From an optimization exercise on the open Yosys and OpenROAD flow, aimed at small area, a short achievable clock period and few clock cycles per item; shortcuts taken in it are not production practice.
Only simulation tests tie the RTL to the original design; equivalence was not proved.

==> job 2332: inputs <==
// xtea_top
module xtea_top(
    input clock, reset, cfg, start,
    input[127:0] data_i, key,
    output busy, ready,
    output[127:0] data_o
);
localparam [31:0] DELTA = 32'h9E3779B9;
reg        busy_r, ready_r;
reg        dec;
reg        go;       
reg        gf0a, gf0b, gf1a, gf1b;
reg [6:0]  cnt;
reg [31:0] a0, b0, a1, b1;
reg [127:0] k;
reg [31:0] s;        
reg [31:0] skr;      
reg [3:0]  ksel;     
always @(posedge clock, posedge reset)
begin
    if(reset) begin
        busy_r  <= 1'b0;
        ready_r <= 1'b0;
        go      <= 1'b0;
        gf0a    <= 1'b0;
        gf0b    <= 1'b0;
        gf1a    <= 1'b0;
        gf1b    <= 1'b0;
    end
    else begin
        busy_r  <= busy_r ? !ready_r : start;
        ready_r <= busy_r && !ready_r && (cnt == 7'd64);
        go      <= busy_r ? !ready_r && !(!dec && cnt == 7'd63) : start && cfg;
  ...
==> flow/config.mk <==
export PLATFORM = sky130hd
export DESIGN_NAME = xtea_top
export DESIGN_NICKNAME = xtea_top
export VERILOG_FILES = /design/flow/design.v
export SDC_FILE = /design/flow/constraint.sdc
export NUM_CORES = 4
export LEC_CHECK = 0
export CAP_MARGIN = 20
export CORE_MARGIN = 2
export CORE_UTILIZATION = 60
export CTS_CLUSTER_DIAMETER = 100
export CTS_CLUSTER_SIZE = 30
export SLEW_MARGIN = 20
export SYNTH_HIERARCHICAL = 1
==> flow/constraint.sdc <==
create_clock -name core_clock -period 10.0 [get_ports {clock}]
set_input_delay 2.0000 -clock core_clock [delete_from_list [all_inputs] [get_ports {clock}]]
set_output_delay 2.0000 -clock core_clock [all_outputs]
set_load 0.01 [all_outputs]
standard.sh (not shown) runs the stock make flow with config.mk's settings and CLKGATE_MAP_FILE= SYNTH_SCRIPT=/design/flow/synth_recipe.tcl, a recipe that flattens the netlist after the stock synthesis.
==> flow/flow/run.sh <==
#!/bin/bash
# Standard layout, except that the port buffers are the smallest buffer and
# timing repair aims well below the clock period.
set -euo pipefail
export BUFFER_PORTS_ARGS="-buffer_cell sky130_fd_sc_hd__buf_1"
bash standard.sh SETUP_SLACK_MARGIN=6.45 finish > standard.log 2>&1
==> job 2813: changes against job 2332 <==
--- a/flow/design.v
+++ b/flow/design.v
@@ -186,17 +186,16 @@
 xtea_pfx_bk_p1 PS (.g(g2n), .p(p2n), .G(C));
 xtea_q   Q   (.pn(p2n), .p31(p31), .d(d), .busy(busy), .q(q));
 xtea_sum SUM (.q(q), .C(C), .cin(cin), .n(n));
 endmodule
 module xtea_add(input [31:0] x, y, input inv, output [31:0] r);
-wire [31:0] yi = y ^ {32{inv}};
-wire [31:0] h = x ^ yi;
-wire [30:0] g = x[30:0] & yi[30:0];
-wire [30:0] gc = {g[30:1], g[0] | (h[0] & inv)};
+wire [31:0] h = x ^ y ^ {32{inv}};
+wire [30:0] g = x[30:0] & y[30:0];
+wire [30:0] p = x[30:0] ^ y[30:0];
 wire [30:0] G;
-xtea_pfx_bk_p0 PF (.g(gc), .p(h[30:0]), .G(G));
-assign r[0] = h[0] ^ inv;
+xtea_pfx_bk_p0 PF (.g(g), .p(p), .G(G));
+assign r[0] = h[0];
 assign r[1] = h[1] ^ G[0];
 assign r[2] = ~(h[2] ^ G[1]);
 assign r[3] = ~(h[3] ^ G[2]);
 assign r[4] = h[4] ^ G[3];
 assign r[5] = ~(h[5] ^ G[4]);
@@ -225,16 +224,17 @@
 assign r[28] = ~(h[28] ^ G[27]);
 assign r[29] = ~(h[29] ^ G[28]);
 assign r[30] = h[30] ^ G[29];
 assign r[31] = ~(h[31] ^ G[30]);
 endmodule
-module xtea_sadd(input [31:0] x, output [31:0] r);
-wire [31:0] y = 32'h9E3779B9;
+module xtea_sadd(input [31:0] x, input dec, output [31:0] r);
+wire [31:0] y = dec ? 32'h61C88647 : 32'h9E3779B9;
 wire [31:0] h = x ^ y;
 wire [30:0] g = x[30:0] & y[30:0];
+wire [30:0] p = x[30:0] ^ y[30:0];
 wire [30:0] G;
-xtea_pfx_bk_p0 PF (.g(g), .p(h[30:0]), .G(G));
+xtea_pfx_bk_p0 PF (.g(g), .p(p), .G(G));
 assign r[0] = h[0];
 assign r[1] = h[1] ^ G[0];
 assign r[2] = ~(h[2] ^ G[1]);
 assign r[3] = ~(h[3] ^ G[2]);
 assign r[4] = h[4] ^ G[3];
@@ -311,13 +311,13 @@
                  (k[ 95:64] & {32{ksel[2]}}) | (k[127:96] & {32{ksel[3]}});
 wire [31:0] sk_next;
 xtea_add SKA (.x(s), .y(kx), .inv(dec), .r(sk_next));
 wire        s_upd = cnt[0] ^ dec;
 wire [31:0] s_add;
-xtea_sadd SDA (.x(s), .r(s_add));
+xtea_sadd SDA (.x(s), .dec(dec), .r(s_add));
 wire [31:0] s_nx = s_upd ? s_add : s;
-wire [1:0]  idx_next = (cnt[0] ? s_nx[12:11] : s_nx[1:0]) ^ {2{dec}};
+wire [1:0]  idx_next = cnt[0] ? s_nx[12:11] : s_nx[1:0];
 wire [31:0] n0, n1;
 xtea_step STEP0 (.a(a0), .b(b0), .k(skr), .d(data_i[ 63:32]), .go(go), .gfa(gf0a), .gfb(gf0b), .cin(cin), .busy(busy_r), .n(n0));
 xtea_step STEP1 (.a(a1), .b(b1), .k(skr), .d(data_i[127:96]), .go(go), .gfa(gf1a), .gfb(gf1b), .cin(cin), .busy(busy_r), .n(n1));
 always @(posedge clock)
 begin
@@ -327,11 +327,11 @@
         a0   <= data_i[ 31: 0];
         a1   <= data_i[ 95:64];
         k    <= key;
         dec  <= !cfg;
         cnt  <= 7'd0;
-        s    <= cfg ? DELTA : 32'h3910C8DF;
+        s    <= cfg ? DELTA : 32'hC6EF3720;
         skr  <= key[31:0];
         ksel <= cfg ? 4'b1000 : 4'b0100;
     end
     else begin
         a0   <= b0;
==> flow/flow/run.sh (replaced) <==
#!/bin/bash
# Standard layout, except that the port buffers are the smallest buffer and
# timing repair aims well below the clock period.
set -euo pipefail
export BUFFER_PORTS_ARGS="-buffer_cell sky130_fd_sc_hd__buf_1"
bash standard.sh SETUP_SLACK_MARGIN=6.3 finish > standard.log 2>&1
--- a/flow/config.mk
+++ b/flow/config.mk
@@ -5,10 +5,10 @@
 export SDC_FILE = /design/flow/constraint.sdc
 export NUM_CORES = 4
 export LEC_CHECK = 0
 export CAP_MARGIN = 20
 export CORE_MARGIN = 2
-export CORE_UTILIZATION = 60
+export CORE_UTILIZATION = 50
 export CTS_CLUSTER_DIAMETER = 100
 export CTS_CLUSTER_SIZE = 30
 export SLEW_MARGIN = 20
 export SYNTH_HIERARCHICAL = 1
==> job 6637: changes against job 2332 <==
--- a/flow/design.v
+++ b/flow/design.v
@@ -186,17 +186,16 @@
 xtea_pfx_bk_p1 PS (.g(g2n), .p(p2n), .G(C));
 xtea_q   Q   (.pn(p2n), .p31(p31), .d(d), .busy(busy), .q(q));
 xtea_sum SUM (.q(q), .C(C), .cin(cin), .n(n));
 endmodule
 module xtea_add(input [31:0] x, y, input inv, output [31:0] r);
-wire [31:0] yi = y ^ {32{inv}};
-wire [31:0] h = x ^ yi;
-wire [30:0] g = x[30:0] & yi[30:0];
-wire [30:0] gc = {g[30:1], g[0] | (h[0] & inv)};
+wire [31:0] h = x ^ y ^ {32{inv}};
+wire [30:0] g = x[30:0] & y[30:0];
+wire [30:0] p = x[30:0] ^ y[30:0];
 wire [30:0] G;
-xtea_pfx_bk_p0 PF (.g(gc), .p(h[30:0]), .G(G));
-assign r[0] = h[0] ^ inv;
+xtea_pfx_bk_p0 PF (.g(g), .p(p), .G(G));
+assign r[0] = h[0];
 assign r[1] = h[1] ^ G[0];
 assign r[2] = ~(h[2] ^ G[1]);
 assign r[3] = ~(h[3] ^ G[2]);
 assign r[4] = h[4] ^ G[3];
 assign r[5] = ~(h[5] ^ G[4]);
@@ -225,16 +224,17 @@
 assign r[28] = ~(h[28] ^ G[27]);
 assign r[29] = ~(h[29] ^ G[28]);
 assign r[30] = h[30] ^ G[29];
 assign r[31] = ~(h[31] ^ G[30]);
 endmodule
-module xtea_sadd(input [31:0] x, output [31:0] r);
-wire [31:0] y = 32'h9E3779B9;
+module xtea_sadd(input [31:0] x, input dec, output [31:0] r);
+wire [31:0] y = dec ? 32'h61C88647 : 32'h9E3779B9;
 wire [31:0] h = x ^ y;
 wire [30:0] g = x[30:0] & y[30:0];
+wire [30:0] p = x[30:0] ^ y[30:0];
 wire [30:0] G;
-xtea_pfx_bk_p0 PF (.g(g), .p(h[30:0]), .G(G));
+xtea_pfx_bk_p0 PF (.g(g), .p(p), .G(G));
 assign r[0] = h[0];
 assign r[1] = h[1] ^ G[0];
 assign r[2] = ~(h[2] ^ G[1]);
 assign r[3] = ~(h[3] ^ G[2]);
 assign r[4] = h[4] ^ G[3];
@@ -311,13 +311,13 @@
                  (k[ 95:64] & {32{ksel[2]}}) | (k[127:96] & {32{ksel[3]}});
 wire [31:0] sk_next;
 xtea_add SKA (.x(s), .y(kx), .inv(dec), .r(sk_next));
 wire        s_upd = cnt[0] ^ dec;
 wire [31:0] s_add;
-xtea_sadd SDA (.x(s), .r(s_add));
+xtea_sadd SDA (.x(s), .dec(dec), .r(s_add));
 wire [31:0] s_nx = s_upd ? s_add : s;
-wire [1:0]  idx_next = (cnt[0] ? s_nx[12:11] : s_nx[1:0]) ^ {2{dec}};
+wire [1:0]  idx_next = cnt[0] ? s_nx[12:11] : s_nx[1:0];
 wire [31:0] n0, n1;
 xtea_step STEP0 (.a(a0), .b(b0), .k(skr), .d(data_i[ 63:32]), .go(go), .gfa(gf0a), .gfb(gf0b), .cin(cin), .busy(busy_r), .n(n0));
 xtea_step STEP1 (.a(a1), .b(b1), .k(skr), .d(data_i[127:96]), .go(go), .gfa(gf1a), .gfb(gf1b), .cin(cin), .busy(busy_r), .n(n1));
 always @(posedge clock)
 begin
@@ -327,11 +327,11 @@
         a0   <= data_i[ 31: 0];
         a1   <= data_i[ 95:64];
         k    <= key;
         dec  <= !cfg;
         cnt  <= 7'd0;
-        s    <= cfg ? DELTA : 32'h3910C8DF;
+        s    <= cfg ? DELTA : 32'hC6EF3720;
         skr  <= key[31:0];
         ksel <= cfg ? 4'b1000 : 4'b0100;
     end
     else begin
         a0   <= b0;
==> flow/flow/run.sh (replaced) <==
#!/bin/bash
# Standard layout, except that the port buffers are the smallest buffer and
# timing repair aims well below the clock period.
set -euo pipefail
export BUFFER_PORTS_ARGS="-buffer_cell sky130_fd_sc_hd__buf_1"
bash standard.sh SETUP_SLACK_MARGIN=6.3 finish > standard.log 2>&1
--- a/flow/config.mk
+++ b/flow/config.mk
@@ -5,10 +5,10 @@
 export SDC_FILE = /design/flow/constraint.sdc
 export NUM_CORES = 4
 export LEC_CHECK = 0
 export CAP_MARGIN = 20
 export CORE_MARGIN = 2
-export CORE_UTILIZATION = 60
+export CORE_UTILIZATION = 70
 export CTS_CLUSTER_DIAMETER = 100
 export CTS_CLUSTER_SIZE = 30
 export SLEW_MARGIN = 20
 export SYNTH_HIERARCHICAL = 1
==> impl_metrics.py <==
metrics = {
    "final_layout": {
        "final_util_pct": 66.5,
    },
    "floorplan": {
        "start_util_pct": 60.4,
    },
    "synth": {
        "syn_area_per_cell_um2": 9.88,
    },
    "routing": {
        "wl_met1_um": 24600,
    },
    "placed_design": {
        "hpwl_um": 40300,
    },
    "clock_tree": {
        "cts_resized": 88,
    },
    "run_status": {
        "status": "finished clean",
    },
}
the above is filed under job 2332

==> impl_metrics.py <==
metrics = {
    "floorplan": {
        "start_util_pct": 50.5,
    },
    "placed_design": {
        "io_buffers": 389,
    },
    "clock_tree": {
        "cts_resized": 55,
    },
    "synth": {
        "yosysMostFrequentCell": "nand2_1",
    },
    "run_status": {
        "status": "finished clean",
    },
}
the above is filed under job 2813

==> impl_metrics.py <==
metrics = {
    "synth": {
        "syn_area_per_cell_um2": 9.97,
    },
    "placed_design": {
        "hpwl_um": 40000,
    },
    "run_status": {
        "status": "finished clean",
    },
    "clock_tree": {
        "cts_resized": 52,
    },
    "floorplan": {
        "start_util_pct": 70.7,
    },
    "final_layout": {
        "final_util_pct": 75.4,
    },
}
the above is filed under job 6637

Testbench counts of job 2332, summed over its fixed seeds: cycles 21,440, ops 320.
Testbench counts of job 2813, summed over its fixed seeds: cycles 21,440, ops 320.
Testbench counts of job 6637, summed over its fixed seeds: cycles 21,440, ops 320.

## separate check: timing with driven ports
Ports are ideal in the flow. The routed layouts listed here were re-timed in OpenROAD. Step 1: set_driving_cell puts a clkbuf_16 on clock and a buf_2 on each other input, an assumption about the parent block. Step 2 times the ports against the registers' clock, not the clock port: input delays grow and output delays shrink by t, the midpoint of the rising clock arrivals with the driver on. Slacks: ideal / step 1 / step 2; pairs: ideal / step 1.
| run | shift t [ns] | slack for setup (ns) | worst setup path after step 2 | worst slew at a driven data input, ns | cell pins on the clock port's net |
|---|---|---|---|---|---|
| job 2332 | 0.583 | 6.376 / 6.376 / 6.376 | register to register | 0.09 | 1 |
| job 2813 | 0.595 | 6.387 / 6.387 / 6.387 | register to register | 0.09 | 1 |
| job 6637 | 0.580 | 6.361 / 6.361 / 6.361 | register to register | 0.08 | 1 |
After both steps every run listed still meets setup and hold.
